This is an optimization exercise on Yosys and OpenROAD, whose aim is small area, a short achievable clock period and few clock cycles per item, not a production implementation. Function was checked by simulation only, so behaviour that the tests miss may differ from the original. Power and IR drop assume default switching activity.

==> flow/design.v <==
module ysyx_22040228divider (
    input        wire                                       clk               ,
    input        wire                                       rst               ,
    input        wire    [63:0]                             diviser           ,
    input        wire    [63:0]                             dividend          ,
    input        wire    [7 :0]                             inst_opcode       ,
    input        wire                                       div_ready         ,
    output       wire    [63:0]                             div_rem_data      ,
    output       wire                                       div_finish                               
);
reg     [6:0]    counter ;
reg              sign    ;
reg              sign_y  ;
reg     [63:0]   dividend_t;
reg     [63:0]   divider_t ;
reg     [127: 0] temp_a   ;
reg     [64:0]   temp_b   ;
reg              finish   ;
wire             sigin_inst ;
reg     [63:0]   shang_temp ;
reg              div_zero   ;
wire    [64:0]   temp_diff  ;
assign temp_diff = temp_a[127:63] - temp_b ;
assign sigin_inst = (inst_opcode == 8'b10000110) || (inst_opcode == 8'b01010001) || (inst_opcode == 8'b11000001) || (inst_opcode == 8'b00010011);
always @(posedge clk ) begin
    if(rst == 1'b1) begin
        counter <= 7'b0     ;
        dividend_t <= 64'h0 ;
        divider_t  <= 64'h0 ;
        temp_a     <= 128'h0 ;
        temp_b     <= 65'h0  ;
        finish     <= 1'b0   ;
        sign       <= 1'b0   ;
        sign_y     <= 1'b0   ;
    end
    else begin
        case (counter)
            0 : begin
                if(div_ready) begin
                    counter <= counter + 1 ;
                    finish  <= 1'b0        ;
                    div_zero <= (diviser == 64'h0000000000000000) ;
                    if((sigin_inst) && (dividend[63]) && (diviser[63])) begin
                        dividend_t <= ~dividend + 1 ;
                        divider_t  <= ~diviser + 1  ;
                        sign       <= 1'b0          ;
                        sign_y     <= 1'b1          ;
                    end 
                    else if((sigin_inst) && dividend[63]) begin
                        dividend_t <= ~dividend + 1 ;
                        divider_t  <= diviser       ;
                        sign       <= 1'b1           ;
                        sign_y     <= 1'b1           ;
                    end 
                    else if((sigin_inst) && diviser[63]) begin
                        divider_t   <= ~diviser + 1    ;
                        dividend_t  <= dividend        ;
                        sign        <= 1'b1            ;
                        sign_y      <= 1'b0            ;
                    end
                    else begin
                        divider_t  <= diviser  ;
                        dividend_t <= dividend ;
                        sign       <= 1'b0     ; 
                        sign_y     <= 1'b0     ;
                    end 
                end
            end
            1 : begin
                temp_a <= {64'b0, dividend_t};
                temp_b <= {1'b0, divider_t} ;
                counter <= counter + 1 ;
            end  
            66 : begin
                finish <= 1'b1 ;
                counter <= counter + 1 ;
            end 
            67 : begin
                 counter <= 7'h0 ;
                 finish <= 1'b0  ;
            end 
            default:  begin
                counter <= counter + 1 ;
                if(temp_a[127:63] >= temp_b) begin 
                    temp_a <= {temp_diff[63:0], temp_a[62:0], 1'b0} ;
                    shang_temp <= {shang_temp[62:0], 1'b1};
                end 
                else begin 
                    temp_a <= {temp_a[126:0], 1'b0 };
                    shang_temp <= {shang_temp[62:0], 1'b0};
                end 
            end 
        endcase
    end 
end
reg [63:0] yushu ;
reg [63:0] shang ;
always @(*) begin
    if(rst == 1'b1) begin
        yushu = 64'h0000000000000000 ;
        shang = 64'h0000000000000000 ;
    end 
    else if(finish) begin
        if((sign) && (!sign_y)) begin
            yushu = temp_a[127:64]      ;
            shang = ~shang_temp     + 1 ;
        end 
        else if((sign) && (sign_y)) begin
            yushu = ~temp_a[127:64] + 1 ;
            shang = ~shang_temp     + 1 ;
        end 
        else if((!sign) && (sign_y)) begin
            yushu = ~temp_a[127:64] + 1 ;
            shang = shang_temp          ;
        end 
        else begin
            yushu = temp_a[127:64] ;
            shang = shang_temp     ;
        end 
    end
    else begin
        yushu = temp_a[127:64] ;
        shang = shang_temp     ;
    end 
end
assign div_finish = finish ;
assign div_rem_data = ((inst_opcode == 8'b10000110) || (inst_opcode == 8'b00011010) || (inst_opcode == 8'b00100101) || (inst_opcode == 8'b01010001)) ? (div_zero ? 64'hffffffffffffffff : shang) :
                      ((inst_opcode == 8'b11000001) || (inst_opcode == 8'b10000101) || (inst_opcode == 8'b01000011) || (inst_opcode == 8'b00010011)) ? yushu :
                      64'h0000000000000000 ;
endmodule
module ysyx_22040228divunit (
    input        wire                                       clk               ,
    input        wire                                       rst               ,
    input        wire    [63:0]                             op1_i             ,
    input        wire    [63:0]                             op2_i             ,
    input        wire    [7 :0]                             inst_opcode_i     ,
    input        wire                                       div_ready         ,
    output       wire    [63:0]                             div_rem_data      ,
    output       wire                                       div_finish
);
wire  [63:0]  op1_divdata ;
wire  [63:0]  op2_divdata ;
assign op1_divdata = (inst_opcode_i == 8'b10000110     ) ? op1_i         :
                     (inst_opcode_i == 8'b00011010    ) ? op1_i         :
                     (inst_opcode_i == 8'b00100101   ) ? {32'b0, op1_i[31:0]}   :
                     (inst_opcode_i == 8'b01010001    ) ? (op1_i[31] ? {32'hffffffff, op1_i[31:0]} : {32'b0, op1_i[31:0]})   :
                     (inst_opcode_i == 8'b11000001     ) ? op1_i         :
                     (inst_opcode_i == 8'b10000101    ) ? op1_i         :
                     (inst_opcode_i == 8'b01000011   ) ? {32'b0, op1_i[31:0]}   :
                     (inst_opcode_i == 8'b00010011    ) ? (op1_i[31] ? {32'hffffffff, op1_i[31:0]} : {32'b0, op1_i[31:0]})   :
                                                64'h0000000000000000 ;
assign op2_divdata = (inst_opcode_i == 8'b10000110     ) ? op2_i         :
                     (inst_opcode_i == 8'b00011010    ) ? op2_i         :
                     (inst_opcode_i == 8'b00100101   ) ? {32'b0, op2_i[31:0]}   :
                     (inst_opcode_i == 8'b01010001    ) ? (op2_i[31] ? {32'hffffffff, op2_i[31:0]} : {32'b0, op2_i[31:0]})   :
                     (inst_opcode_i == 8'b11000001     ) ? op2_i         :
                     (inst_opcode_i == 8'b10000101    ) ? op2_i         :
                     (inst_opcode_i == 8'b01000011   ) ? {32'b0, op2_i[31:0]}   :
                     (inst_opcode_i == 8'b00010011    ) ? (op2_i[31] ? {32'hffffffff, op2_i[31:0]} : {32'b0, op2_i[31:0]})   :
                                                64'h0000000000000000 ;
wire  [63:0]  divrem_data ;
ysyx_22040228divider divider2 (
    .clk              (clk            ) ,
    .rst              (rst            ) ,
    .diviser          (op2_divdata    ) ,
    .dividend         (op1_divdata    ) ,
    .inst_opcode      (inst_opcode_i  ) ,
    .div_ready        (div_ready      ) ,
    .div_rem_data     (divrem_data    ) ,
    .div_finish       (div_finish     )
);
wire          word_inst = (inst_opcode_i == 8'b01010001) || (inst_opcode_i == 8'b00100101) ||
                          (inst_opcode_i == 8'b00010011) || (inst_opcode_i == 8'b01000011) ;
assign div_rem_data = word_inst ? {{32{divrem_data[31]}}, divrem_data[31:0]} : divrem_data ;
endmodule
==> flow/run.sh <==
#!/bin/bash
# synth_recipe.tcl (not shown) runs the flow's synth.tcl, then flattens the netlist and writes it again
# the make line also repeats each setting of config.mk as NAME=value (left out here)
make -C /OpenROAD-flow-scripts/flow DESIGN_CONFIG=/design/flow/config.mk WORK_HOME=/design/flow/orfs CLKGATE_MAP_FILE= SYNTH_SCRIPT=/design/flow/synth_recipe.tcl finish
==> flow/config.mk <==
export PLATFORM = sky130hd
export DESIGN_NAME = ysyx_22040228divunit
export DESIGN_NICKNAME = ysyx_22040228divunit
export VERILOG_FILES = /design/flow/design.v
export SDC_FILE = /design/flow/constraint.sdc
export NUM_CORES = 4
export LEC_CHECK = 0
export CAP_MARGIN = 20
export CORE_MARGIN = 2
export CORE_UTILIZATION = 40
export PLACE_DENSITY = 0.6
export SLEW_MARGIN = 20
==> flow/constraint.sdc <==
create_clock -name core_clock -period 5.5 [get_ports {clk}]
set_input_delay 1.1000 -clock core_clock [delete_from_list [all_inputs] [get_ports {clk}]]
set_output_delay 1.1000 -clock core_clock [all_outputs]
set_load 0.01 [all_outputs]
==> reports/results.ini <==
[synth]
synthArstFlopShare_pct = 0
synthAdderAreaFrac_pct = 3.51
synth_mux_area_share_pct = 1.32
yosys.area_share.simple_pct = 22.4
synth-seq-cells = 395
synth_xor_area_share_pct = 8.58
synth_edf_count = 65
ys_seq_area_share_pct = 32.6
synth_cells = 3506
syn_nets = 3718
synth_area_per_cell_um2 = 7.48
ys.flop_type = dfxtp_1
netlist_area_um2 = 26200
yosys.cell_types.count = 99
synth_warnings = 1
synth_compound_area_share_pct = 26.3
synth_top_family_by_area = compound AO/OA/AOI/OAI gates

[global_routing]
first_global_vias = 23000
grt.total_usage_pct = 23.9
grt-ovfl-total = 0
grt_pass1_wl_um = 132000
antenna_found_initial = 0
grt_max_degree = 197

[sta]
rsz0062_at_grt = true
maxSlewHeadroom_pct = 28.5
fin_crit_sh_pct = 96.3
finClkSkew_ps = 14.8
setup_viol = 0
final-hold-violation-count = 0
slew_violations = 0
worst-slew-pin-transition_ps = 1070
whs_ps = 449
min_period_ps = 5290
fmax_mhz = 189
tns_ps = 0

[setup_path]
crit_path_end_kind = primary output
arrival_ps = 4190
crit_path_start = inst_opcode_i[4]
worstPathRequired_ps = 4400
crit_path_end = div_rem_data[50]
reg2reg_from = divider2.temp_a[70]$_SDFFE_PP0N_
reg2reg_slack_ps = 1330
reg2reg_to = divider2.temp_a[84]$_SDFFE_PP0N_
cp_max_fo = 9
r2r_cells = 11
path_class = in -> out
crit_path_start_kind = input pin

[floorplan]
core_area_um2 = 64600
rows = 93
die_h_um = 260
initial_utilization_pct = 40.6
io-pin-count = 204
die_x_um = 260
die_area_um2 = 67600

[routing]
first_iter_violations = 2081
vias_per_cell = 5.64
routed_wl_um = 83100
routedWlPerCell_um = 18.6
drt_first_pass_iters = 5
drc = 0
final_antenna_net_count = 0
vias = 25200

[pwr]
power_w = 0.0195
ir_drop_mv = 1.29
leakage_nw = 11.1
power.density_nw_per_um2 = 631

[clock_network]
cts_buffers = 45
cts-root-buf = clkbuf_16
cts_max_level = 2
cts_tree = done
path_clk_slew_ps = 60
clockBufferDepth = 3
clk_latency_ps = 590
clock-sinks = 395

[layout]
area_delta_synth_final_pct = 17.8
final_cell_area_um2 = 30900
num_antenna_cells = 0
nets = 3798
drive_gt1_share_pct = 6.65
final_cells = 4478

[outcome]
status = no timing/DRC/antenna violations

[placed_design]
hpwl_um = 61000
postPlaceCellArea_um2 = 29000
routabilityCongestion = 0.950
placed_cells = 4380
portBuffers = 203

[hold_path]
hold_path_class = reg -> reg

[run]
maxCapViolations = 0

## metal layers
layer,track usage [%],vias to the layer above,wire length (um)
met5,0,-,0
met4,5.00,0,1370
met3,4.38,74,5710
met2,34.9,772,34700
met1,36.2,11700,41300
li1,-,12700,-
## synth_stat cells, types with 13 or more instances
cell	number	area [um2]
a211oi_1	29	218
a21o_1	45	338
a21oi_1	346	1730
a221oi_1	14	123
a22o_1	20	175
a22oi_1	45	338
a311oi_1	73	639
a31oi_1	39	244
buf_2	15	75.1
clkbuf_1	222	833
dfxtp_1	330	6610
edfxtp_1	65	1950
ha_1	72	901
inv_1	110	413
mux2i_1	32	320
nand2_1	533	2000
nand2b_1	20	125
nand3_1	47	235
nand4_1	35	219
nor2_1	362	1360
nor2b_1	13	81.3
nor3_1	93	465
nor4_1	34	213
o21ai_0	282	1410
o21bai_1	24	180
o31ai_1	44	330
o41ai_1	14	123
or3_1	55	344
or4_1	18	135
xnor2_1	131	1150
xor2_1	126	1100
## where the power goes
group | internal, W | switching [W] | total [W]
registers | 0.00355 | 0.000626 | 0.00417
logic | 0.00471 | 0.00734 | 0.0120
clock network | 0.00200 | 0.00129 | 0.00328
total | 0.0103 | 0.00925 | 0.0195
## flip-flops by register name, indices dropped and copies added (netlist names)
register             count
divider2.counter         7
divider2.div_zero        1
divider2.dividend_t     64
divider2.divider_t      64
divider2.finish          1
divider2.shang_temp     64
divider2.sign            1
divider2.sign_y          1
divider2.temp_a        128
divider2.temp_b         64
## area by class of cell
| class | count | area, um2 |
|---|---|---|
| Multi-Input combinational cell | 2752 | 16500 |
| Fill cell | 6495 | 33700 |
| Sequential cell | 395 | 8560 |
| Timing Repair Buffer | 281 | 2660 |
| Inverter | 111 | 417 |
| Clock buffer | 60 | 1330 |
| Clock inverter | 24 | 314 |
| Tap cell | 855 | 1070 |
## per-stage QoR
step	setup slack, ps	util [%]
2_1_floorplan	720	-
3_3_place_gp	143	44.9
3_5_place_dp	92.7	44.9
4_1_cts	15.7	47.5
5_1_grt	-8.52	47.8
6_report	205	47.8
## worst max-delay path, cell delays in order
cell,delay (ps)
clkdlybuf4s50_1,650
nor3b_1,120
a31o_2,230
nand3_1,330
and2_1,390
buf_4,230
clkinv_1,210
a21oi_2,320
a21oi_1,120
clkdlybuf4s50_1,490
## worst min path at each step
stage               cells past startpoint                                 start  slack [ps]                                    to
floorplan                               2   divider2.divider_t[57]$_SDFFE_PP0P_         420   divider2.divider_t[57]$_SDFFE_PP0P_
global placement                        2   divider2.divider_t[37]$_SDFFE_PP0P_         440   divider2.divider_t[37]$_SDFFE_PP0P_
detailed placement                      2  divider2.dividend_t[46]$_SDFFE_PP0P_         440  divider2.dividend_t[46]$_SDFFE_PP0P_
CTS                                     2   divider2.divider_t[45]$_SDFFE_PP0P_         450      divider2.temp_b[45]$_SDFFE_PP0P_
global route                            2  divider2.dividend_t[18]$_SDFFE_PP0P_         470  divider2.dividend_t[18]$_SDFFE_PP0P_
finish                                  2   divider2.divider_t[46]$_SDFFE_PP0P_         450   divider2.divider_t[46]$_SDFFE_PP0P_
## placed cells by master (no fill, tap or decap), types with 73 or more instances in the layout
| cell type | synthesis | final |
|---|---|---|
| nand2_1 | 533 | 532 |
| nor2_1 | 362 | 356 |
| a21oi_1 | 346 | 344 |
| dfxtp_1 | 330 | 330 |
| o21ai_0 | 282 | 282 |
| clkdlybuf4s50_1 | 0 | 202 |
| xnor2_1 | 131 | 131 |
| xor2_1 | 126 | 126 |
| inv_1 | 110 | 109 |
| nor3_1 | 93 | 91 |
| buf_4 | 0 | 75 |
| a311oi_1 | 73 | 73 |
## what timing repair did
action	CTS	global route
hold buffers	0	0
endpoints found under the setup margin	32	32
gates cloned	0	1
gates resized for setup	6	21
setup buffers	1	12
pin swaps	1	9
hold endpoints to repair	0	0
## logic make-up (layout without fill, tap and decap cells)
logic type,after synthesis,count (layout)
AOI/OAI and AO/OA,1092,1092
DFF,395,395
muxes,34,34
and+or+nand+nor,1295,1296
xor gates and xnor gates,257,257
buffers and inverters,360,476
adders and majority gates,73,73
Testbench counts, summed over its fixed seeds: cycles 217,600, items 3,200.

## static timing again, ports no longer ideal
No port has a modelled driver above. Below, the same layout with a new extraction and two added sets of constraints.
Step 1 assumes that a clkbuf_16 drives the clock port and a buf_2 every other input.
Step 2 times the ports against the registers' clock, not the clock port: input delays grow and output delays shrink by t, the midpoint of the rising clock arrivals with the driver on.
Slacks: no drivers / after step 1 / after step 2; pairs: no drivers / after step 1.
shift t [ns]: 0.641
slack for setup (ns): 0.205 / 0.145 / 0.181
worst setup path at the end: input to output
worst slew at a driven data input, ns: 0.07
cell pins on the clock port's net: 1
After both steps this run still meets setup and hold. The setup slack of this run moves by -0.060 ns with the drivers and by -0.024 ns with both steps.
